What follows belongs to an exercise in optimizing a design on an open flow for small area, a short achievable clock period and few clock cycles; a production flow would make more cautious choices. In this exercise RTL edits were held to simulation tests only and were not proved equivalent to the original. Power and IR drop assume default switching activity.

<file path="design.v">
module mod_mult_m_14 (
    input  wire        clk,
    input  wire        clr,
    input  wire [13:0] e,
    input  wire [13:0] b,
    output reg  [33:0] acc_s,
    output reg  [33:0] acc_c
);
wire [13:0] pp0 = {14{e[0]}} & b;
wire [13:0] pp1 = {14{e[1]}} & b;
wire [13:0] pp2 = {14{e[2]}} & b;
wire [13:0] pp3 = {14{e[3]}} & b;
wire [13:0] pp4 = {14{e[4]}} & b;
wire [13:0] pp5 = {14{e[5]}} & b;
wire [13:0] pp6 = {14{e[6]}} & b;
wire [13:0] pp7 = {14{e[7]}} & b;
wire [13:0] pp8 = {14{e[8]}} & b;
wire [13:0] pp9 = {14{e[9]}} & b;
wire [13:0] pp10 = {14{e[10]}} & b;
wire [13:0] pp11 = {14{e[11]}} & b;
wire [13:0] pp12 = {14{e[12]}} & b;
wire [13:0] pp13 = {14{e[13]}} & b;
wire [33:0] gs = clr ? 34'd0 : acc_s;
wire [33:0] gc = clr ? 34'd0 : acc_c;
wire n1 = gs[11] ^ gc[11];
wire n2 = gs[11] & gc[11];
wire n3, n4;
fa_cell u_n3 (.a(gs[12]), .b(gc[12]), .c(pp0[12]), .s(n3), .co(n4));
wire n5 = pp1[11] ^ pp2[10];
wire n6 = pp1[11] & pp2[10];
wire n7, n8;
fa_cell u_n7 (.a(gs[13]), .b(gc[13]), .c(pp0[13]), .s(n7), .co(n8));
wire n9, n10;
fa_cell u_n9 (.a(pp1[12]), .b(pp2[11]), .c(pp3[10]), .s(n9), .co(n10));
wire n11 = pp4[9] ^ pp5[8];
wire n12 = pp4[9] & pp5[8];
wire n13, n14;
fa_cell u_n13 (.a(gs[14]), .b(gc[14]), .c(pp1[13]), .s(n13), .co(n14));
wire n15, n16;
fa_cell u_n15 (.a(pp2[12]), .b(pp3[11]), .c(pp4[10]), .s(n15), .co(n16));
wire n17 = pp5[9] ^ pp6[8];
wire n18 = pp5[9] & pp6[8];
wire n19, n20;
fa_cell u_n19 (.a(gs[15]), .b(gc[15]), .c(pp2[13]), .s(n19), .co(n20));
wire n21, n22;
fa_cell u_n21 (.a(pp3[12]), .b(pp4[11]), .c(pp5[10]), .s(n21), .co(n22));
wire n23, n24;
fa_cell u_n23 (.a(gs[16]), .b(gc[16]), .c(pp3[13]), .s(n23), .co(n24));
wire n25 = gs[7] ^ gc[7];
wire n26 = gs[7] & gc[7];
wire n27, n28;
fa_cell u_n27 (.a(gs[8]), .b(gc[8]), .c(pp0[8]), .s(n27), .co(n28));
wire n29 = pp1[7] ^ pp2[6];
wire n30 = pp1[7] & pp2[6];
wire n31, n32;
fa_cell u_n31 (.a(gs[9]), .b(gc[9]), .c(pp0[9]), .s(n31), .co(n32));
wire n33, n34;
fa_cell u_n33 (.a(pp1[8]), .b(pp2[7]), .c(pp3[6]), .s(n33), .co(n34));
wire n35 = pp4[5] ^ pp5[4];
wire n36 = pp4[5] & pp5[4];
wire n37, n38;
fa_cell u_n37 (.a(gs[10]), .b(gc[10]), .c(pp0[10]), .s(n37), .co(n38));
wire n39, n40;
fa_cell u_n39 (.a(pp1[9]), .b(pp2[8]), .c(pp3[7]), .s(n39), .co(n40));
wire n41, n42;
fa_cell u_n41 (.a(pp4[6]), .b(pp5[5]), .c(pp6[4]), .s(n41), .co(n42));
wire n43 = pp7[3] ^ pp8[2];
wire n44 = pp7[3] & pp8[2];
wire n45, n46;
fa_cell u_n45 (.a(n1), .b(pp0[11]), .c(pp1[10]), .s(n45), .co(n46));
wire n47, n48;
fa_cell u_n47 (.a(pp2[9]), .b(pp3[8]), .c(pp4[7]), .s(n47), .co(n48));
wire n49, n50;
fa_cell u_n49 (.a(pp5[6]), .b(pp6[5]), .c(pp7[4]), .s(n49), .co(n50));
wire n51, n52;
fa_cell u_n51 (.a(pp8[3]), .b(pp9[2]), .c(pp10[1]), .s(n51), .co(n52));
wire n53, n54;
fa_cell u_n53 (.a(n2), .b(pp3[9]), .c(pp4[8]), .s(n53), .co(n54));
wire n55, n56;
fa_cell u_n55 (.a(pp5[7]), .b(pp6[6]), .c(pp7[5]), .s(n55), .co(n56));
wire n57, n58;
fa_cell u_n57 (.a(pp8[4]), .b(pp9[3]), .c(pp10[2]), .s(n57), .co(n58));
wire n59, n60;
fa_cell u_n59 (.a(pp11[1]), .b(pp12[0]), .c(n5), .s(n59), .co(n60));
wire n61, n62;
fa_cell u_n61 (.a(pp6[7]), .b(pp7[6]), .c(pp8[5]), .s(n61), .co(n62));
wire n63, n64;
fa_cell u_n63 (.a(pp9[4]), .b(pp10[3]), .c(pp11[2]), .s(n63), .co(n64));
wire n65, n66;
fa_cell u_n65 (.a(pp12[1]), .b(pp13[0]), .c(n6), .s(n65), .co(n66));
wire n67, n68;
fa_cell u_n67 (.a(n11), .b(n4), .c(n7), .s(n67), .co(n68));
wire n69, n70;
fa_cell u_n69 (.a(pp7[7]), .b(pp8[6]), .c(pp9[5]), .s(n69), .co(n70));
wire n71, n72;
fa_cell u_n71 (.a(pp10[4]), .b(pp11[3]), .c(pp12[2]), .s(n71), .co(n72));
wire n73, n74;
fa_cell u_n73 (.a(pp13[1]), .b(n12), .c(n17), .s(n73), .co(n74));
wire n75, n76;
fa_cell u_n75 (.a(n8), .b(n10), .c(n13), .s(n75), .co(n76));
wire n77, n78;
fa_cell u_n77 (.a(pp6[9]), .b(pp7[8]), .c(pp8[7]), .s(n77), .co(n78));
wire n79, n80;
fa_cell u_n79 (.a(pp9[6]), .b(pp10[5]), .c(pp11[4]), .s(n79), .co(n80));
wire n81, n82;
fa_cell u_n81 (.a(pp12[3]), .b(pp13[2]), .c(n18), .s(n81), .co(n82));
wire n83, n84;
fa_cell u_n83 (.a(n14), .b(n16), .c(n19), .s(n83), .co(n84));
wire n85, n86;
fa_cell u_n85 (.a(pp4[12]), .b(pp5[11]), .c(pp6[10]), .s(n85), .co(n86));
wire n87, n88;
fa_cell u_n87 (.a(pp7[9]), .b(pp8[8]), .c(pp9[7]), .s(n87), .co(n88));
wire n89, n90;
fa_cell u_n89 (.a(pp10[6]), .b(pp11[5]), .c(pp12[4]), .s(n89), .co(n90));
wire n91, n92;
fa_cell u_n91 (.a(pp13[3]), .b(n20), .c(n22), .s(n91), .co(n92));
wire n93, n94;
fa_cell u_n93 (.a(gs[17]), .b(gc[17]), .c(pp4[13]), .s(n93), .co(n94));
wire n95, n96;
fa_cell u_n95 (.a(pp5[12]), .b(pp6[11]), .c(pp7[10]), .s(n95), .co(n96));
wire n97, n98;
fa_cell u_n97 (.a(pp8[9]), .b(pp9[8]), .c(pp10[7]), .s(n97), .co(n98));
wire n99, n100;
fa_cell u_n99 (.a(pp11[6]), .b(pp12[5]), .c(pp13[4]), .s(n99), .co(n100));
wire n101, n102;
fa_cell u_n101 (.a(gs[18]), .b(gc[18]), .c(pp5[13]), .s(n101), .co(n102));
wire n103, n104;
fa_cell u_n103 (.a(pp6[12]), .b(pp7[11]), .c(pp8[10]), .s(n103), .co(n104));
wire n105, n106;
fa_cell u_n105 (.a(pp9[9]), .b(pp10[8]), .c(pp11[7]), .s(n105), .co(n106));
wire n107, n108;
fa_cell u_n107 (.a(gs[19]), .b(gc[19]), .c(pp6[13]), .s(n107), .co(n108));
wire n109, n110;
fa_cell u_n109 (.a(pp7[12]), .b(pp8[11]), .c(pp9[10]), .s(n109), .co(n110));
wire n111, n112;
fa_cell u_n111 (.a(gs[20]), .b(gc[20]), .c(pp7[13]), .s(n111), .co(n112));
wire n113 = gs[4] ^ gc[4];
wire n114 = gs[4] & gc[4];
wire n115, n116;
fa_cell u_n115 (.a(gs[5]), .b(gc[5]), .c(pp0[5]), .s(n115), .co(n116));
wire n117 = pp1[4] ^ pp2[3];
wire n118 = pp1[4] & pp2[3];
wire n119, n120;
fa_cell u_n119 (.a(gs[6]), .b(gc[6]), .c(pp0[6]), .s(n119), .co(n120));
wire n121, n122;
fa_cell u_n121 (.a(pp1[5]), .b(pp2[4]), .c(pp3[3]), .s(n121), .co(n122));
wire n123 = pp4[2] ^ pp5[1];
wire n124 = pp4[2] & pp5[1];
wire n125, n126;
fa_cell u_n125 (.a(n25), .b(pp0[7]), .c(pp1[6]), .s(n125), .co(n126));
wire n127, n128;
fa_cell u_n127 (.a(pp2[5]), .b(pp3[4]), .c(pp4[3]), .s(n127), .co(n128));
wire n129, n130;
fa_cell u_n129 (.a(pp5[2]), .b(pp6[1]), .c(pp7[0]), .s(n129), .co(n130));
wire n131, n132;
fa_cell u_n131 (.a(n26), .b(pp3[5]), .c(pp4[4]), .s(n131), .co(n132));
wire n133, n134;
fa_cell u_n133 (.a(pp5[3]), .b(pp6[2]), .c(pp7[1]), .s(n133), .co(n134));
wire n135, n136;
fa_cell u_n135 (.a(pp8[0]), .b(n29), .c(n27), .s(n135), .co(n136));
wire n137, n138;
fa_cell u_n137 (.a(pp6[3]), .b(pp7[2]), .c(pp8[1]), .s(n137), .co(n138));
wire n139, n140;
fa_cell u_n139 (.a(pp9[0]), .b(n30), .c(n35), .s(n139), .co(n140));
wire n141, n142;
fa_cell u_n141 (.a(n28), .b(n31), .c(n33), .s(n141), .co(n142));
wire n143, n144;
fa_cell u_n143 (.a(pp9[1]), .b(pp10[0]), .c(n36), .s(n143), .co(n144));
wire n145, n146;
fa_cell u_n145 (.a(n43), .b(n32), .c(n34), .s(n145), .co(n146));
wire n147, n148;
fa_cell u_n147 (.a(n37), .b(n39), .c(n41), .s(n147), .co(n148));
wire n149, n150;
fa_cell u_n149 (.a(pp11[0]), .b(n44), .c(n38), .s(n149), .co(n150));
wire n151, n152;
fa_cell u_n151 (.a(n40), .b(n42), .c(n45), .s(n151), .co(n152));
wire n153, n154;
fa_cell u_n153 (.a(n47), .b(n49), .c(n51), .s(n153), .co(n154));
wire n155, n156;
fa_cell u_n155 (.a(n46), .b(n48), .c(n50), .s(n155), .co(n156));
wire n157, n158;
fa_cell u_n157 (.a(n52), .b(n53), .c(n55), .s(n157), .co(n158));
wire n159, n160;
fa_cell u_n159 (.a(n57), .b(n3), .c(n59), .s(n159), .co(n160));
wire n161, n162;
fa_cell u_n161 (.a(n54), .b(n56), .c(n58), .s(n161), .co(n162));
wire n163, n164;
fa_cell u_n163 (.a(n61), .b(n63), .c(n9), .s(n163), .co(n164));
wire n165, n166;
fa_cell u_n165 (.a(n65), .b(n60), .c(n67), .s(n165), .co(n166));
wire n167, n168;
fa_cell u_n167 (.a(n62), .b(n64), .c(n69), .s(n167), .co(n168));
wire n169, n170;
fa_cell u_n169 (.a(n71), .b(n15), .c(n66), .s(n169), .co(n170));
wire n171, n172;
fa_cell u_n171 (.a(n73), .b(n68), .c(n75), .s(n171), .co(n172));
wire n173, n174;
fa_cell u_n173 (.a(n70), .b(n72), .c(n77), .s(n173), .co(n174));
wire n175, n176;
fa_cell u_n175 (.a(n79), .b(n21), .c(n81), .s(n175), .co(n176));
wire n177, n178;
fa_cell u_n177 (.a(n74), .b(n76), .c(n83), .s(n177), .co(n178));
wire n179, n180;
fa_cell u_n179 (.a(n78), .b(n80), .c(n85), .s(n179), .co(n180));
wire n181, n182;
fa_cell u_n181 (.a(n87), .b(n89), .c(n23), .s(n181), .co(n182));
wire n183, n184;
fa_cell u_n183 (.a(n82), .b(n84), .c(n91), .s(n183), .co(n184));
wire n185, n186;
fa_cell u_n185 (.a(n24), .b(n86), .c(n88), .s(n185), .co(n186));
wire n187, n188;
fa_cell u_n187 (.a(n90), .b(n93), .c(n95), .s(n187), .co(n188));
wire n189, n190;
fa_cell u_n189 (.a(n97), .b(n99), .c(n92), .s(n189), .co(n190));
wire n191, n192;
fa_cell u_n191 (.a(pp12[6]), .b(pp13[5]), .c(n94), .s(n191), .co(n192));
wire n193, n194;
fa_cell u_n193 (.a(n96), .b(n98), .c(n100), .s(n193), .co(n194));
wire n195, n196;
fa_cell u_n195 (.a(n101), .b(n103), .c(n105), .s(n195), .co(n196));
wire n197, n198;
fa_cell u_n197 (.a(pp10[9]), .b(pp11[8]), .c(pp12[7]), .s(n197), .co(n198));
wire n199, n200;
fa_cell u_n199 (.a(pp13[6]), .b(n102), .c(n104), .s(n199), .co(n200));
wire n201, n202;
fa_cell u_n201 (.a(n106), .b(n107), .c(n109), .s(n201), .co(n202));
wire n203, n204;
fa_cell u_n203 (.a(pp8[12]), .b(pp9[11]), .c(pp10[10]), .s(n203), .co(n204));
wire n205, n206;
fa_cell u_n205 (.a(pp11[9]), .b(pp12[8]), .c(pp13[7]), .s(n205), .co(n206));
wire n207, n208;
fa_cell u_n207 (.a(n108), .b(n110), .c(n111), .s(n207), .co(n208));
wire n209, n210;
fa_cell u_n209 (.a(gs[21]), .b(gc[21]), .c(pp8[13]), .s(n209), .co(n210));
wire n211, n212;
fa_cell u_n211 (.a(pp9[12]), .b(pp10[11]), .c(pp11[10]), .s(n211), .co(n212));
wire n213, n214;
fa_cell u_n213 (.a(pp12[9]), .b(pp13[8]), .c(n112), .s(n213), .co(n214));
wire n215, n216;
fa_cell u_n215 (.a(gs[22]), .b(gc[22]), .c(pp9[13]), .s(n215), .co(n216));
wire n217, n218;
fa_cell u_n217 (.a(pp10[12]), .b(pp11[11]), .c(pp12[10]), .s(n217), .co(n218));
wire n219, n220;
fa_cell u_n219 (.a(gs[23]), .b(gc[23]), .c(pp10[13]), .s(n219), .co(n220));
wire n221 = gs[2] ^ gc[2];
wire n222 = gs[2] & gc[2];
wire n223, n224;
fa_cell u_n223 (.a(gs[3]), .b(gc[3]), .c(pp0[3]), .s(n223), .co(n224));
wire n225 = pp1[2] ^ pp2[1];
wire n226 = pp1[2] & pp2[1];
wire n227, n228;
fa_cell u_n227 (.a(n113), .b(pp0[4]), .c(pp1[3]), .s(n227), .co(n228));
wire n229, n230;
fa_cell u_n229 (.a(pp2[2]), .b(pp3[1]), .c(pp4[0]), .s(n229), .co(n230));
wire n231, n232;
fa_cell u_n231 (.a(n114), .b(pp3[2]), .c(pp4[1]), .s(n231), .co(n232));
wire n233, n234;
fa_cell u_n233 (.a(pp5[0]), .b(n117), .c(n115), .s(n233), .co(n234));
wire n235, n236;
fa_cell u_n235 (.a(pp6[0]), .b(n118), .c(n123), .s(n235), .co(n236));
wire n237, n238;
fa_cell u_n237 (.a(n116), .b(n119), .c(n121), .s(n237), .co(n238));
wire n239, n240;
fa_cell u_n239 (.a(n124), .b(n120), .c(n122), .s(n239), .co(n240));
wire n241, n242;
fa_cell u_n241 (.a(n125), .b(n127), .c(n129), .s(n241), .co(n242));
wire n243, n244;
fa_cell u_n243 (.a(n126), .b(n128), .c(n130), .s(n243), .co(n244));
wire n245, n246;
fa_cell u_n245 (.a(n131), .b(n133), .c(n135), .s(n245), .co(n246));
wire n247, n248;
fa_cell u_n247 (.a(n132), .b(n134), .c(n137), .s(n247), .co(n248));
wire n249, n250;
fa_cell u_n249 (.a(n139), .b(n136), .c(n141), .s(n249), .co(n250));
wire n251, n252;
fa_cell u_n251 (.a(n138), .b(n143), .c(n140), .s(n251), .co(n252));
wire n253, n254;
fa_cell u_n253 (.a(n142), .b(n145), .c(n147), .s(n253), .co(n254));
wire n255, n256;
fa_cell u_n255 (.a(n144), .b(n146), .c(n148), .s(n255), .co(n256));
wire n257, n258;
fa_cell u_n257 (.a(n149), .b(n151), .c(n153), .s(n257), .co(n258));
wire n259, n260;
fa_cell u_n259 (.a(n150), .b(n152), .c(n154), .s(n259), .co(n260));
wire n261, n262;
fa_cell u_n261 (.a(n155), .b(n157), .c(n159), .s(n261), .co(n262));
wire n263, n264;
fa_cell u_n263 (.a(n156), .b(n158), .c(n161), .s(n263), .co(n264));
wire n265, n266;
fa_cell u_n265 (.a(n163), .b(n160), .c(n165), .s(n265), .co(n266));
wire n267, n268;
fa_cell u_n267 (.a(n162), .b(n164), .c(n167), .s(n267), .co(n268));
wire n269, n270;
fa_cell u_n269 (.a(n169), .b(n166), .c(n171), .s(n269), .co(n270));
wire n271, n272;
fa_cell u_n271 (.a(n168), .b(n173), .c(n170), .s(n271), .co(n272));
wire n273, n274;
fa_cell u_n273 (.a(n175), .b(n172), .c(n177), .s(n273), .co(n274));
wire n275, n276;
fa_cell u_n275 (.a(n174), .b(n179), .c(n181), .s(n275), .co(n276));
wire n277, n278;
fa_cell u_n277 (.a(n176), .b(n178), .c(n183), .s(n277), .co(n278));
wire n279, n280;
fa_cell u_n279 (.a(n180), .b(n182), .c(n185), .s(n279), .co(n280));
wire n281, n282;
fa_cell u_n281 (.a(n187), .b(n189), .c(n184), .s(n281), .co(n282));
wire n283, n284;
fa_cell u_n283 (.a(n186), .b(n188), .c(n191), .s(n283), .co(n284));
wire n285, n286;
fa_cell u_n285 (.a(n193), .b(n195), .c(n190), .s(n285), .co(n286));
wire n287, n288;
fa_cell u_n287 (.a(n197), .b(n192), .c(n194), .s(n287), .co(n288));
wire n289, n290;
fa_cell u_n289 (.a(n196), .b(n199), .c(n201), .s(n289), .co(n290));
wire n291, n292;
fa_cell u_n291 (.a(n198), .b(n203), .c(n205), .s(n291), .co(n292));
wire n293, n294;
fa_cell u_n293 (.a(n200), .b(n202), .c(n207), .s(n293), .co(n294));
wire n295, n296;
fa_cell u_n295 (.a(n204), .b(n206), .c(n209), .s(n295), .co(n296));
wire n297, n298;
fa_cell u_n297 (.a(n211), .b(n208), .c(n213), .s(n297), .co(n298));
wire n299, n300;
fa_cell u_n299 (.a(pp13[9]), .b(n210), .c(n212), .s(n299), .co(n300));
wire n301, n302;
fa_cell u_n301 (.a(n215), .b(n217), .c(n214), .s(n301), .co(n302));
wire n303, n304;
fa_cell u_n303 (.a(pp11[12]), .b(pp12[11]), .c(pp13[10]), .s(n303), .co(n304));
wire n305, n306;
fa_cell u_n305 (.a(n216), .b(n218), .c(n219), .s(n305), .co(n306));
wire n307, n308;
fa_cell u_n307 (.a(gs[24]), .b(gc[24]), .c(pp11[13]), .s(n307), .co(n308));
wire n309, n310;
fa_cell u_n309 (.a(pp12[12]), .b(pp13[11]), .c(n220), .s(n309), .co(n310));
wire n311, n312;
fa_cell u_n311 (.a(gs[25]), .b(gc[25]), .c(pp12[13]), .s(n311), .co(n312));
wire n313 = gs[1] ^ gc[1];
wire n314 = gs[1] & gc[1];
wire n315, n316;
fa_cell u_n315 (.a(n221), .b(pp0[2]), .c(pp1[1]), .s(n315), .co(n316));
wire n317, n318;
fa_cell u_n317 (.a(n222), .b(pp3[0]), .c(n225), .s(n317), .co(n318));
wire n319, n320;
fa_cell u_n319 (.a(n226), .b(n224), .c(n227), .s(n319), .co(n320));
wire n321, n322;
fa_cell u_n321 (.a(n228), .b(n230), .c(n231), .s(n321), .co(n322));
wire n323, n324;
fa_cell u_n323 (.a(n232), .b(n235), .c(n234), .s(n323), .co(n324));
wire n325, n326;
fa_cell u_n325 (.a(n236), .b(n238), .c(n239), .s(n325), .co(n326));
wire n327, n328;
fa_cell u_n327 (.a(n240), .b(n242), .c(n243), .s(n327), .co(n328));
wire n329, n330;
fa_cell u_n329 (.a(n244), .b(n247), .c(n246), .s(n329), .co(n330));
wire n331, n332;
fa_cell u_n331 (.a(n248), .b(n251), .c(n250), .s(n331), .co(n332));
wire n333, n334;
fa_cell u_n333 (.a(n252), .b(n255), .c(n254), .s(n333), .co(n334));
wire n335, n336;
fa_cell u_n335 (.a(n256), .b(n259), .c(n258), .s(n335), .co(n336));
wire n337, n338;
fa_cell u_n337 (.a(n260), .b(n263), .c(n262), .s(n337), .co(n338));
wire n339, n340;
fa_cell u_n339 (.a(n264), .b(n267), .c(n266), .s(n339), .co(n340));
wire n341, n342;
fa_cell u_n341 (.a(n268), .b(n271), .c(n270), .s(n341), .co(n342));
wire n343, n344;
fa_cell u_n343 (.a(n272), .b(n275), .c(n274), .s(n343), .co(n344));
wire n345, n346;
fa_cell u_n345 (.a(n276), .b(n279), .c(n281), .s(n345), .co(n346));
wire n347, n348;
fa_cell u_n347 (.a(n280), .b(n283), .c(n285), .s(n347), .co(n348));
wire n349, n350;
fa_cell u_n349 (.a(n287), .b(n284), .c(n289), .s(n349), .co(n350));
wire n351, n352;
fa_cell u_n351 (.a(n291), .b(n288), .c(n290), .s(n351), .co(n352));
wire n353, n354;
fa_cell u_n353 (.a(n292), .b(n295), .c(n294), .s(n353), .co(n354));
wire n355, n356;
fa_cell u_n355 (.a(n296), .b(n299), .c(n301), .s(n355), .co(n356));
wire n357, n358;
fa_cell u_n357 (.a(n303), .b(n300), .c(n305), .s(n357), .co(n358));
wire n359, n360;
fa_cell u_n359 (.a(n304), .b(n307), .c(n306), .s(n359), .co(n360));
wire n361, n362;
fa_cell u_n361 (.a(pp13[12]), .b(n308), .c(n311), .s(n361), .co(n362));
wire n363, n364;
fa_cell u_n363 (.a(gs[26]), .b(gc[26]), .c(pp13[13]), .s(n363), .co(n364));
wire n365 = gs[0] ^ gc[0];
wire n366 = gs[0] & gc[0];
wire n367, n368;
fa_cell u_n367 (.a(n313), .b(pp0[1]), .c(pp1[0]), .s(n367), .co(n368));
wire n369, n370;
fa_cell u_n369 (.a(n314), .b(pp2[0]), .c(n315), .s(n369), .co(n370));
wire n371, n372;
fa_cell u_n371 (.a(n316), .b(n223), .c(n317), .s(n371), .co(n372));
wire n373, n374;
fa_cell u_n373 (.a(n229), .b(n318), .c(n319), .s(n373), .co(n374));
wire n375, n376;
fa_cell u_n375 (.a(n320), .b(n321), .c(n233), .s(n375), .co(n376));
wire n377, n378;
fa_cell u_n377 (.a(n322), .b(n237), .c(n323), .s(n377), .co(n378));
wire n379, n380;
fa_cell u_n379 (.a(n241), .b(n324), .c(n325), .s(n379), .co(n380));
wire n381, n382;
fa_cell u_n381 (.a(n326), .b(n327), .c(n245), .s(n381), .co(n382));
wire n383, n384;
fa_cell u_n383 (.a(n328), .b(n249), .c(n329), .s(n383), .co(n384));
wire n385, n386;
fa_cell u_n385 (.a(n253), .b(n330), .c(n331), .s(n385), .co(n386));
wire n387, n388;
fa_cell u_n387 (.a(n257), .b(n332), .c(n333), .s(n387), .co(n388));
wire n389, n390;
fa_cell u_n389 (.a(n261), .b(n334), .c(n335), .s(n389), .co(n390));
wire n391, n392;
fa_cell u_n391 (.a(n336), .b(n265), .c(n337), .s(n391), .co(n392));
wire n393, n394;
fa_cell u_n393 (.a(n269), .b(n338), .c(n339), .s(n393), .co(n394));
wire n395, n396;
fa_cell u_n395 (.a(n273), .b(n340), .c(n341), .s(n395), .co(n396));
wire n397, n398;
fa_cell u_n397 (.a(n277), .b(n342), .c(n343), .s(n397), .co(n398));
wire n399, n400;
fa_cell u_n399 (.a(n278), .b(n344), .c(n345), .s(n399), .co(n400));
wire n401, n402;
fa_cell u_n401 (.a(n282), .b(n347), .c(n346), .s(n401), .co(n402));
wire n403, n404;
fa_cell u_n403 (.a(n286), .b(n349), .c(n348), .s(n403), .co(n404));
wire n405, n406;
fa_cell u_n405 (.a(n293), .b(n351), .c(n350), .s(n405), .co(n406));
wire n407, n408;
fa_cell u_n407 (.a(n297), .b(n352), .c(n353), .s(n407), .co(n408));
wire n409, n410;
fa_cell u_n409 (.a(n298), .b(n354), .c(n355), .s(n409), .co(n410));
wire n411, n412;
fa_cell u_n411 (.a(n302), .b(n357), .c(n356), .s(n411), .co(n412));
wire n413, n414;
fa_cell u_n413 (.a(n309), .b(n359), .c(n358), .s(n413), .co(n414));
wire n415, n416;
fa_cell u_n415 (.a(n310), .b(n361), .c(n360), .s(n415), .co(n416));
wire n417, n418;
fa_cell u_n417 (.a(n312), .b(n363), .c(n362), .s(n417), .co(n418));
wire n419, n420;
fa_cell u_n419 (.a(gs[27]), .b(gc[27]), .c(n364), .s(n419), .co(n420));
wire n421 = gs[28] ^ gc[28];
wire n422 = gs[28] & gc[28];
wire n423 = gs[29] ^ gc[29];
wire n424 = gs[29] & gc[29];
wire n425 = gs[30] ^ gc[30];
wire n426 = gs[30] & gc[30];
wire n427 = gs[31] ^ gc[31];
wire n428 = gs[31] & gc[31];
wire n429 = gs[32] ^ gc[32];
wire n430 = gs[32] & gc[32];
wire n431 = gs[33] ^ gc[33];
wire n432 = gs[33] & gc[33];
always @(posedge clk) begin
    acc_s <= {n431, n429, n427, n425, n423, n421, n419, n417, n415, n413, n411, n409, n407, n405, n403, n401, n399, n397, n395, n393, n391, n389, n387, n385, n383, n381, n379, n377, n375, n373, n371, n369, n367, n365};
    acc_c <= {n430, n428, n426, n424, n422, n420, n418, n416, n414, n412, n410, n408, n406, n404, n402, n400, n398, n396, n394, n392, n390, n388, n386, n384, n382, n380, n378, n376, n374, n372, n370, n368, n366, pp0[0]};
end
endmodule
module fa_cell (
    input  wire a,
    input  wire b,
    input  wire c,
    output wire s,
    output wire co
);
    assign s  = a ^ b ^ c;
    assign co = (a & b) | (a & c) | (b & c);
endmodule
module systolic_mm (
    input clk,
    input rst_n,
    input in_valid,
    input in_last,
    input [55:0] a_col,
    input [55:0] b_row,
    output reg out_valid,
    output reg [55:0] out_data
);
wire [55:0] a_in = in_valid ? a_col : 56'd0;
reg  [13:0] e0_d0, e1_d0, e2_d0, e3_d0;    
reg  [13:0] e1_d1, e2_d1, e2_d2, e3_d1, e3_d2, e3_d3;
reg  [55:0] b_d0, b_d1, b_d2, b_d3;            
reg         in_tile;        
reg  [3:0]  st_d;           
reg  [3:0]  ls_d;           
reg  [3:0]  fin;            
always @(posedge clk) begin
    e0_d0 <= (a_in[13:0]);
    e1_d0 <= (a_in[27:14]);
    e2_d0 <= (a_in[41:28]);
    e3_d0 <= (a_in[55:42]);
    e1_d1 <= e1_d0;
    e2_d1 <= e2_d0;
    e2_d2 <= e2_d1;
    e3_d1 <= e3_d0;
    e3_d2 <= e3_d1;
    e3_d3 <= e3_d2;
    b_d0  <= b_row;
    b_d1  <= b_d0;
    b_d2  <= b_d1;
    b_d3  <= b_d2;
end
always @(posedge clk or negedge rst_n) begin
    if (!rst_n) begin
        in_tile <= 1'b0;
        st_d    <= 4'd0;
        ls_d    <= 4'd0;
        fin     <= 4'd0;
    end else begin
        if (in_valid)
            in_tile <= !in_last;
        st_d <= {st_d[2:0], in_valid & !in_tile};
        ls_d <= {ls_d[2:0], in_valid & in_last};
        fin  <= ls_d;
    end
end
wire [13:0] e_row [0:3];
assign e_row[0] = e0_d0;
assign e_row[1] = e1_d1;
assign e_row[2] = e2_d2;
assign e_row[3] = e3_d3;
wire [55:0] b_row_d [0:3];
assign b_row_d[0] = b_d0;
assign b_row_d[1] = b_d1;
assign b_row_d[2] = b_d2;
assign b_row_d[3] = b_d3;
wire [33:0] acc_s [0:3][0:3];
wire [33:0] acc_c [0:3][0:3];
genvar gi, gj;
generate
    for (gi = 0; gi < 4; gi = gi + 1) begin : g_row
        for (gj = 0; gj < 4; gj = gj + 1) begin : g_col
            mod_mult_m_14 u_mac (
                .clk(clk),
                .clr(st_d[gi]),
                .e(e_row[gi]),
                .b(b_row_d[gi][gj*14 +: 14]),
                .acc_s(acc_s[gi][gj]),
                .acc_c(acc_c[gi][gj])
            );
        end
    end
endgenerate
function [13:0] lut0;       
    input [3:0] v;
    reg [223:0] tbl;
    begin
        tbl = {14'd12269, 14'd8174, 14'd4079, 14'd12273, 14'd8178, 14'd4083, 14'd12277, 14'd8182, 14'd4087, 14'd12281, 14'd8186, 14'd4091, 14'd12285, 14'd8190, 14'd4095, 14'd0};
        lut0 = tbl[v * 14 +: 14];
    end
endfunction
function [13:0] lut1;       
    input [3:0] v;
    reg [223:0] tbl;
    begin
        tbl = {14'd11969, 14'd7894, 14'd3819, 14'd12033, 14'd7958, 14'd3883, 14'd12097, 14'd8022, 14'd3947, 14'd12161, 14'd8086, 14'd4011, 14'd12225, 14'd8150, 14'd4075, 14'd0};
        lut1 = tbl[v * 14 +: 14];
    end
endfunction
function [13:0] lut2;       
    input [3:0] v;
    reg [223:0] tbl;
    begin
        tbl = {14'd7169, 14'd3414, 14'd11948, 14'd8193, 14'd4438, 14'd683, 14'd9217, 14'd5462, 14'd1707, 14'd10241, 14'd6486, 14'd2731, 14'd11265, 14'd7510, 14'd3755, 14'd0};
        lut2 = tbl[v * 14 +: 14];
    end
endfunction
function [13:0] lut3;       
    input [3:0] v;
    reg [223:0] tbl;
    begin
        tbl = {14'd4103, 14'd5468, 14'd6833, 14'd8198, 14'd9563, 14'd10928, 14'd4, 14'd1369, 14'd2734, 14'd4099, 14'd5464, 14'd6829, 14'd8194, 14'd9559, 14'd10924, 14'd0};
        lut3 = tbl[v * 14 +: 14];
    end
endfunction
function [13:0] lut4;       
    input [3:0] v;
    reg [223:0] tbl;
    begin
        tbl = {14'd4203, 14'd1465, 14'd11016, 14'd8278, 14'd5540, 14'd2802, 14'd64, 14'd9615, 14'd6877, 14'd4139, 14'd1401, 14'd10952, 14'd8214, 14'd5476, 14'd2738, 14'd0};
        lut4 = tbl[v * 14 +: 14];
    end
endfunction
function [13:0] luth;       
    input [2:0] v;
    reg [111:0] tbl;
    begin
        tbl = {14'd4087, 14'd12281, 14'd8186, 14'd4091, 14'd12285, 14'd8190, 14'd4095, 14'd0};
        luth = tbl[v * 14 +: 14];
    end
endfunction
function [13:0] fold3;           
    input [14:0] u;
    begin
        if (u >= 15'd24578)
            fold3 = u - 15'd24578;
        else if (u >= 15'd12289)
            fold3 = u - 15'd12289;
        else
            fold3 = u[13:0];
    end
endfunction
reg [3:0] rv;                    
always @(posedge clk or negedge rst_n) begin
    if (!rst_n) begin
        rv <= 4'd0;
        out_valid <= 1'b0;
    end else begin
        rv <= {rv[2:0], |fin};
        out_valid <= rv[3];
    end
end
genvar gc;
generate
    for (gc = 0; gc < 4; gc = gc + 1) begin : g_red
        wire [33:0] xs = ({34{fin[0]}} & acc_s[0][gc]) | ({34{fin[1]}} & acc_s[1][gc]) |
                         ({34{fin[2]}} & acc_s[2][gc]) | ({34{fin[3]}} & acc_s[3][gc]);
        wire [33:0] xc = ({34{fin[0]}} & acc_c[0][gc]) | ({34{fin[1]}} & acc_c[1][gc]) |
                         ({34{fin[2]}} & acc_c[2][gc]) | ({34{fin[3]}} & acc_c[3][gc]);
        reg  [33:0] x_r;
        wire [13:0] l0 = lut0(x_r[17:14]);
        wire [13:0] l1 = lut1(x_r[21:18]);
        wire [13:0] l2 = lut2(x_r[25:22]);
        wire [13:0] l3 = lut3(x_r[29:26]);
        wire [13:0] l4 = lut4(x_r[33:30]);
        wire f1, f2;
        fa_cell u_f1 (.a(x_r[0]), .b(l0[0]), .c(l1[0]), .s(f1), .co(f2));
        wire f3, f4;
        fa_cell u_f3 (.a(x_r[1]), .b(l0[1]), .c(l1[1]), .s(f3), .co(f4));
        wire f5 = l2[1] ^ l3[1];
        wire f6 = l2[1] & l3[1];
        wire f7, f8;
        fa_cell u_f7 (.a(x_r[2]), .b(l0[2]), .c(l1[2]), .s(f7), .co(f8));
        wire f9, f10;
        fa_cell u_f9 (.a(l2[2]), .b(l3[2]), .c(l4[2]), .s(f9), .co(f10));
        wire f11, f12;
        fa_cell u_f11 (.a(x_r[3]), .b(l0[3]), .c(l1[3]), .s(f11), .co(f12));
        wire f13, f14;
        fa_cell u_f13 (.a(l2[3]), .b(l3[3]), .c(l4[3]), .s(f13), .co(f14));
        wire f15, f16;
        fa_cell u_f15 (.a(x_r[4]), .b(l0[4]), .c(l1[4]), .s(f15), .co(f16));
        wire f17, f18;
        fa_cell u_f17 (.a(l2[4]), .b(l3[4]), .c(l4[4]), .s(f17), .co(f18));
        wire f19, f20;
        fa_cell u_f19 (.a(x_r[5]), .b(l0[5]), .c(l1[5]), .s(f19), .co(f20));
        wire f21, f22;
        fa_cell u_f21 (.a(l2[5]), .b(l3[5]), .c(l4[5]), .s(f21), .co(f22));
        wire f23, f24;
        fa_cell u_f23 (.a(x_r[6]), .b(l0[6]), .c(l1[6]), .s(f23), .co(f24));
        wire f25, f26;
        fa_cell u_f25 (.a(l2[6]), .b(l3[6]), .c(l4[6]), .s(f25), .co(f26));
        wire f27, f28;
        fa_cell u_f27 (.a(x_r[7]), .b(l0[7]), .c(l1[7]), .s(f27), .co(f28));
        wire f29, f30;
        fa_cell u_f29 (.a(l2[7]), .b(l3[7]), .c(l4[7]), .s(f29), .co(f30));
        wire f31, f32;
        fa_cell u_f31 (.a(x_r[8]), .b(l0[8]), .c(l1[8]), .s(f31), .co(f32));
        wire f33, f34;
        fa_cell u_f33 (.a(l2[8]), .b(l3[8]), .c(l4[8]), .s(f33), .co(f34));
        wire f35, f36;
        fa_cell u_f35 (.a(x_r[9]), .b(l0[9]), .c(l1[9]), .s(f35), .co(f36));
        wire f37, f38;
        fa_cell u_f37 (.a(l2[9]), .b(l3[9]), .c(l4[9]), .s(f37), .co(f38));
        wire f39, f40;
        fa_cell u_f39 (.a(x_r[10]), .b(l0[10]), .c(l1[10]), .s(f39), .co(f40));
        wire f41, f42;
        fa_cell u_f41 (.a(l2[10]), .b(l3[10]), .c(l4[10]), .s(f41), .co(f42));
        wire f43, f44;
        fa_cell u_f43 (.a(x_r[11]), .b(l0[11]), .c(l1[11]), .s(f43), .co(f44));
        wire f45, f46;
        fa_cell u_f45 (.a(l2[11]), .b(l3[11]), .c(l4[11]), .s(f45), .co(f46));
        wire f47, f48;
        fa_cell u_f47 (.a(x_r[12]), .b(l0[12]), .c(l1[12]), .s(f47), .co(f48));
        wire f49, f50;
        fa_cell u_f49 (.a(l2[12]), .b(l3[12]), .c(l4[12]), .s(f49), .co(f50));
        wire f51, f52;
        fa_cell u_f51 (.a(x_r[13]), .b(l0[13]), .c(l1[13]), .s(f51), .co(f52));
        wire f53, f54;
        fa_cell u_f53 (.a(l2[13]), .b(l3[13]), .c(l4[13]), .s(f53), .co(f54));
        wire f55 = l2[0] ^ l3[0];
        wire f56 = l2[0] & l3[0];
        wire f57, f58;
        fa_cell u_f57 (.a(l4[1]), .b(f5), .c(f2), .s(f57), .co(f58));
        wire f59, f60;
        fa_cell u_f59 (.a(f6), .b(f4), .c(f7), .s(f59), .co(f60));
        wire f61, f62;
        fa_cell u_f61 (.a(f8), .b(f10), .c(f11), .s(f61), .co(f62));
        wire f63, f64;
        fa_cell u_f63 (.a(f12), .b(f14), .c(f15), .s(f63), .co(f64));
        wire f65, f66;
        fa_cell u_f65 (.a(f16), .b(f18), .c(f19), .s(f65), .co(f66));
        wire f67, f68;
        fa_cell u_f67 (.a(f20), .b(f22), .c(f23), .s(f67), .co(f68));
        wire f69, f70;
        fa_cell u_f69 (.a(f24), .b(f26), .c(f27), .s(f69), .co(f70));
        wire f71, f72;
        fa_cell u_f71 (.a(f28), .b(f30), .c(f31), .s(f71), .co(f72));
        wire f73, f74;
        fa_cell u_f73 (.a(f32), .b(f34), .c(f35), .s(f73), .co(f74));
        wire f75, f76;
        fa_cell u_f75 (.a(f36), .b(f38), .c(f39), .s(f75), .co(f76));
        wire f77, f78;
        fa_cell u_f77 (.a(f40), .b(f42), .c(f43), .s(f77), .co(f78));
        wire f79, f80;
        fa_cell u_f79 (.a(f44), .b(f46), .c(f47), .s(f79), .co(f80));
        wire f81, f82;
        fa_cell u_f81 (.a(f48), .b(f50), .c(f51), .s(f81), .co(f82));
        wire f83 = l4[0] ^ f55;
        wire f84 = l4[0] & f55;
        wire f85, f86;
        fa_cell u_f85 (.a(f56), .b(f3), .c(f57), .s(f85), .co(f86));
        wire f87, f88;
        fa_cell u_f87 (.a(f9), .b(f58), .c(f59), .s(f87), .co(f88));
        wire f89, f90;
        fa_cell u_f89 (.a(f13), .b(f60), .c(f61), .s(f89), .co(f90));
        wire f91, f92;
        fa_cell u_f91 (.a(f17), .b(f62), .c(f63), .s(f91), .co(f92));
        wire f93, f94;
        fa_cell u_f93 (.a(f21), .b(f64), .c(f65), .s(f93), .co(f94));
        wire f95, f96;
        fa_cell u_f95 (.a(f25), .b(f66), .c(f67), .s(f95), .co(f96));
        wire f97, f98;
        fa_cell u_f97 (.a(f29), .b(f68), .c(f69), .s(f97), .co(f98));
        wire f99, f100;
        fa_cell u_f99 (.a(f33), .b(f70), .c(f71), .s(f99), .co(f100));
        wire f101, f102;
        fa_cell u_f101 (.a(f37), .b(f72), .c(f73), .s(f101), .co(f102));
        wire f103, f104;
        fa_cell u_f103 (.a(f41), .b(f74), .c(f75), .s(f103), .co(f104));
        wire f105, f106;
        fa_cell u_f105 (.a(f45), .b(f76), .c(f77), .s(f105), .co(f106));
        wire f107, f108;
        fa_cell u_f107 (.a(f49), .b(f78), .c(f79), .s(f107), .co(f108));
        wire f109, f110;
        fa_cell u_f109 (.a(f53), .b(f80), .c(f81), .s(f109), .co(f110));
        wire f111, f112;
        fa_cell u_f111 (.a(f52), .b(f54), .c(f82), .s(f111), .co(f112));
        reg  [16:0] f0_r, f1_r;
        reg  [16:0] t_r;
        reg  [14:0] u_r;
        always @(posedge clk) begin
            x_r  <= xs + xc;
            f0_r <= {1'b0, f112, f111, f109, f107, f105, f103, f101, f99, f97, f95, f93, f91, f89, f87, f85, f83};
            f1_r <= {1'b0, 1'b0, f110, f108, f106, f104, f102, f100, f98, f96, f94, f92, f90, f88, f86, f84, f1};
            t_r  <= f0_r + f1_r;
            u_r  <= {1'b0, t_r[13:0]} + {1'b0, luth(t_r[16:14])};
            out_data[gc*14 +: 14] <= fold3(u_r);
        end
    end
endgenerate
endmodule
</file>
<file path="run.sh">
#!/bin/bash
# synth_recipe.tcl (not shown) runs the flow's synth.tcl, then flattens the netlist and writes it again
# the make line also repeats each setting of config.mk as NAME=value (left out here)
make -C /OpenROAD-flow-scripts/flow DESIGN_CONFIG=/design/flow/config.mk WORK_HOME=/design/flow/orfs CLKGATE_MAP_FILE= SYNTH_SCRIPT=/design/flow/synth_recipe.tcl finish
</file>
<file path="config.mk">
export PLATFORM = sky130hd
export DESIGN_NAME = systolic_mm
export DESIGN_NICKNAME = systolic_mm
export VERILOG_FILES = /design/flow/design.v
export SDC_FILE = /design/flow/constraint.sdc
export NUM_CORES = 4
export LEC_CHECK = 0
export ABC_CLOCK_PERIOD_IN_PS = 3000
export CAP_MARGIN = 20
export CORE_MARGIN = 2
export CORE_UTILIZATION = 50
export SETUP_SLACK_MARGIN = 4.2
export SLEW_MARGIN = 20
export SYNTH_HIERARCHICAL = 1
export SYNTH_MINIMUM_KEEP_SIZE = 0
</file>
<file path="constraint.sdc">
create_clock -name core_clock -period 7.5 [get_ports {clk}]
set_input_delay 1.5000 -clock core_clock [delete_from_list [all_inputs] [get_ports {clk}]]
set_output_delay 1.5000 -clock core_clock [all_outputs]
set_load 0.01 [all_outputs]
</file>
==> flow_metrics.env <==
export IMPL_yosysMostFrequentCell="fa_1"
export IMPL_coreArea_um2=327000
export IMPL_die_h_um=576
export IMPL_fin_area_um2=200000
export IMPL_synth_avg_cell_area_um2=11.6
export IMPL_drt_iter0_drc=9032
export IMPL_worstRegToRegCells=10
export IMPL_path_common_cell="fa_2"
export IMPL_p_per_area_nw_per_um2=382
export IMPL_synth_seq_area_share_pct=23.4
export IMPL_regToRegEndpoint="g_row[0].g_col[3].u_mac.acc_s[15]"
export IMPL_instances_no_fill=19200
export IMPL_critPathLaunch="st_d[0]"
export IMPL_reg2reg_from="st_d[0]"
export IMPL_grt_max_degree=69
export IMPL_antenna_found_initial=49
export IMPL_synthToLayoutAreaGrowth_pct=21.8
export IMPL_maxCapViolCount=0
export IMPL_max_freq_mhz=251
export IMPL_worstHoldPathType="flop to flop"
export IMPL_clock_root_buffer="clkbuf_16"
export IMPL_dpl_instance_area_um2=170000
export IMPL_vias_per_cell=5.82
export IMPL_cts_tree="yes"
export IMPL_hold_violations=0
export IMPL_syn_area_um2=164000
export IMPL_synth_area_top_cells="fa_1 (41%), dfxtp_1 (23%), and2_1 (12%)"
export IMPL_synth_top_cell_by_area="fa_1"
export IMPL_setup_violations=0
export IMPL_rows=210
export IMPL_synth_edff_count=0
export IMPL_grt_pass1_vias=124000
export IMPL_drt_pass1_iterations=7
export IMPL_drive_gt1_share_pct=25.2
export IMPL_portBuffers=172
export IMPL_place_congestion=0.930
export IMPL_yosys_warnings=8
export IMPL_ys_seq_elements=1911
export IMPL_setup_ws_ns=3.52
export IMPL_crit_path_end_kind="flop"
export IMPL_overflow=0
export IMPL_ant_nets=0
export IMPL_maxSlewHeadroom_pct=39.2
export IMPL_max_stage_delay_ns=0.56
export IMPL_status="timing/DRC/antenna clean"
export IMPL_drc=0
export IMPL_fin_tns_setup_ns=0
export IMPL_critPathCapture="g_row[0].g_col[3].u_mac.acc_s[15]"
export IMPL_slowest_stage="fa_2"
export IMPL_worst_setup_path_type="flop to flop"
export IMPL_worstPathCellList="buf_12 -> buf_12 -> buf_16 -> nor2b_4 -> fa_2 -> fa_2 -> fa_2 -> fa_2 -> fa_2 -> fa_1"
export IMPL_ir_drop_mv=0.429
export IMPL_leakage_nw=87.6
export IMPL_crit_fanout=5
export IMPL_h_tree_depth=4
export IMPL_vias=111000
export IMPL_fin_nets=18800
export IMPL_initial_core_util_pct=50.1
export IMPL_dpl_hpwl_mm=370
export IMPL_fin_crit_ns=3.98
export IMPL_clock_path_buffers=4
export IMPL_fin_worst_skew_ns=0.0544
export IMPL_synth_commonest_cells="fa_1 (3344), and2_1 (3209), dfxtp_1 (1896)"
export IMPL_syn_inst=14100
export IMPL_io_pins=173
export IMPL_rsz0062_at_grt="yes"
export IMPL_grt_usage_pct=34.0
export IMPL_clkTransAtPathRegs_ns=0.06
export IMPL_cp_arrival_ns=4.82
export IMPL_synth_top_area_share_pct=40.9
export IMPL_cts_sinks=1911
export IMPL_finalWirelength_mm=562
export IMPL_clk_latency_ns=0.99
export IMPL_synth_nets=18300
export IMPL_reg2reg_setup_slack_ns=3.52
export IMPL_synth_distinct_cells=82
export IMPL_tightest_slew_ns=0.910
export IMPL_setup_worst_path_start_class="flop"
export IMPL_async_reset_ff_share_pct=0.785
export IMPL_grt_pass1_wl_mm=828
export IMPL_hold_slack_ns=0.283
export IMPL_drv_slew=0
export IMPL_cp_required_ns=8.34
export IMPL_synth_flop_cell="dfxtp_1"
export IMPL_dp_cells=18000
export IMPL_cts_inserted_buffers=233
export IMPL_die_w_um=576
export IMPL_dp_worst_setup_slack_ns=2.68
export IMPL_dieArea_um2=332000
export IMPL_fin_crit_sh_pct=53.0
export IMPL_wl_per_cell_um=29.3
-- layout make-up --
class | count | area [µm²]
diodes | 39 | 97.6
clock buffers | 313 | 6640
clock inverters | 120 | 1890
fillers | 25200 | 127000
inverters | 182 | 688
multi-input cells | 11300 | 132000
flip-flops and latches | 1911 | 38700
well taps | 4346 | 5440
repair buffers | 985 | 14300
-- placed cells by master (no fill, tap or decap), types with 86 or more instances in the layout --
cell	synthesis	layout
inv_1	182	177
clkbuf_16	0	247
buf_16	0	119
nor2b_4	0	452
ha_4	0	87
nor2_1	213	194
buf_12	0	148
dfxtp_2	0	114
clkdlybuf4s50_1	0	113
nor2b_2	0	107
a22oi_1	528	308
fa_2	0	1098
dfxtp_1	1896	1742
xnor2_1	197	167
a21oi_1	262	199
fa_1	3344	2246
a21o_1	127	127
a22oi_2	0	220
nor2b_1	1126	567
ha_1	764	650
buf_4	16	240
buf_8	0	86
and2_1	3209	3205
o21ai_0	242	193
buf_6	48	179
nand2_1	478	439
-- power breakdown --
group / switching [mW] / internal (mW)
clock: 5.07 / 7.64
sequential: 3.81 / 14.6
combinational: 23.1 / 22.0
-- routing by layer --
| layer | track usage [%] | vias up | part of all wire [%] | wire length (µm) |
|---|---|---|---|---|
| li1 | - | 46200 | - | - |
| met1 | 42.3 | 58500 | 38 | 211000 |
| met2 | 54.7 | 5177 | 47 | 262000 |
| met3 | 7.39 | 1495 | 8.6 | 48200 |
| met4 | 20.4 | 10 | 7.2 | 40600 |
| met5 | 0 | - | 0.014 | 76 |
-- cell families (layout without fill, tap and decap cells) --
group                      after synthesis  count (layout)  synth area share, %
adders and majority gates             4108            4108                 46.7
buffers and inverters                  949            1600                 2.54
other                                    0              39                    0
AOI/OAI and AO/OA                     1475            1475                 6.10
muxes                                   57              57                0.409
xor gates and xnor gates               284             284                 1.52
DFF                                   1911            1911                 23.4
and+or+nand+nor                       5338            5338                 19.3
-- worst min-delay path by stage --
stage | cells past startpoint | slack (ns) | start | endpoint
2_1_floorplan | 0 | 0.31 | e1_d0[0] | e1_d1[0]
3_3_place_gp | 0 | 0.31 | e1_d0[11] | e1_d1[11]
3_5_place_dp | 0 | 0.31 | e1_d0[11] | e1_d1[11]
4_1_cts | 0 | 0.28 | e1_d0[12] | e1_d1[12]
5_1_grt | 0 | 0.29 | e1_d0[12] | e1_d1[12]
6_report | 0 | 0.28 | e1_d0[12] | e1_d1[12]
-- critical path, delay by kind of cell, from the launching register on --
kind          cells  cell delay (ns)
fa+ha+maj         6             2.77
buf+inv           3             0.46
flops             1             0.51
simple gates      1             0.12
-- state kept, by name, indices dropped and copies added (netlist names), 60 cells and up --
signal and flops:
g_red.u_r 60, g_red.f0_r 64, g_row.g_col.u_mac.acc_s 544, g_row.g_col.u_mac.acc_c 544, g_red.t_r 68, g_red.f1_r 60
g_red.x_r 136
-- per-module statistics from Yosys, one instance, submodules excluded --
| module | cell area, µm² | cells | flip-flops and latches |
|---|---|---|---|
| mod_mult_m_14 | 3430 | 387 | 68 |
| fa_cell | 20.0 | 1 | 0 |
| systolic_mm | 42200 | 4598 | 823 |
-- repair_timing --
action | 4_1_cts | 5_1_grt
pin swaps | 783 | 662
cloned | 106 | 12
setup endpoints to repair | 859 | 793
gates resized for setup | 2585 | 845
hold buffers | 0 | 0
setup buffers | 417 | 149
-- stage by stage --
step / power [mW] / util (%)
4_1_cts: 75.0 / 59.5
2_1_floorplan: 44.6 / -
6_report: 76.3 / 61.1
3_5_place_dp: 57.6 / 51.9
5_1_grt: 82.7 / 61.1
3_3_place_gp: 56.4 / 51.9
Testbench counts, summed over its fixed seeds: cycles 6,224.

-- separate check: timing with driven ports --
The results above use ideal ports. As a check the final layout listed here was re-extracted and re-timed, cells and wires unchanged. Step 1, drivers: a clkbuf_16 drives clk and a buf_2 each remaining input, both assumed. Step 2 also shifts input and output timing later by t, the mid clock arrival at the registers, as if the neighbouring blocks saw the same clock. Three values: ideal, step 1, step 2; two values: the first two.
shift t [ns]: 1.076
setup WS [ns]: 3.522 / 3.522 / 3.522
latest minus earliest clock arrival (ns): 0.058 / 0.058
pins driven straight from the clock port: 1
After both steps setup and hold are still met in this run. The setup slack of this run moves by 0.000 ns with the drivers and by 0.000 ns with both steps.
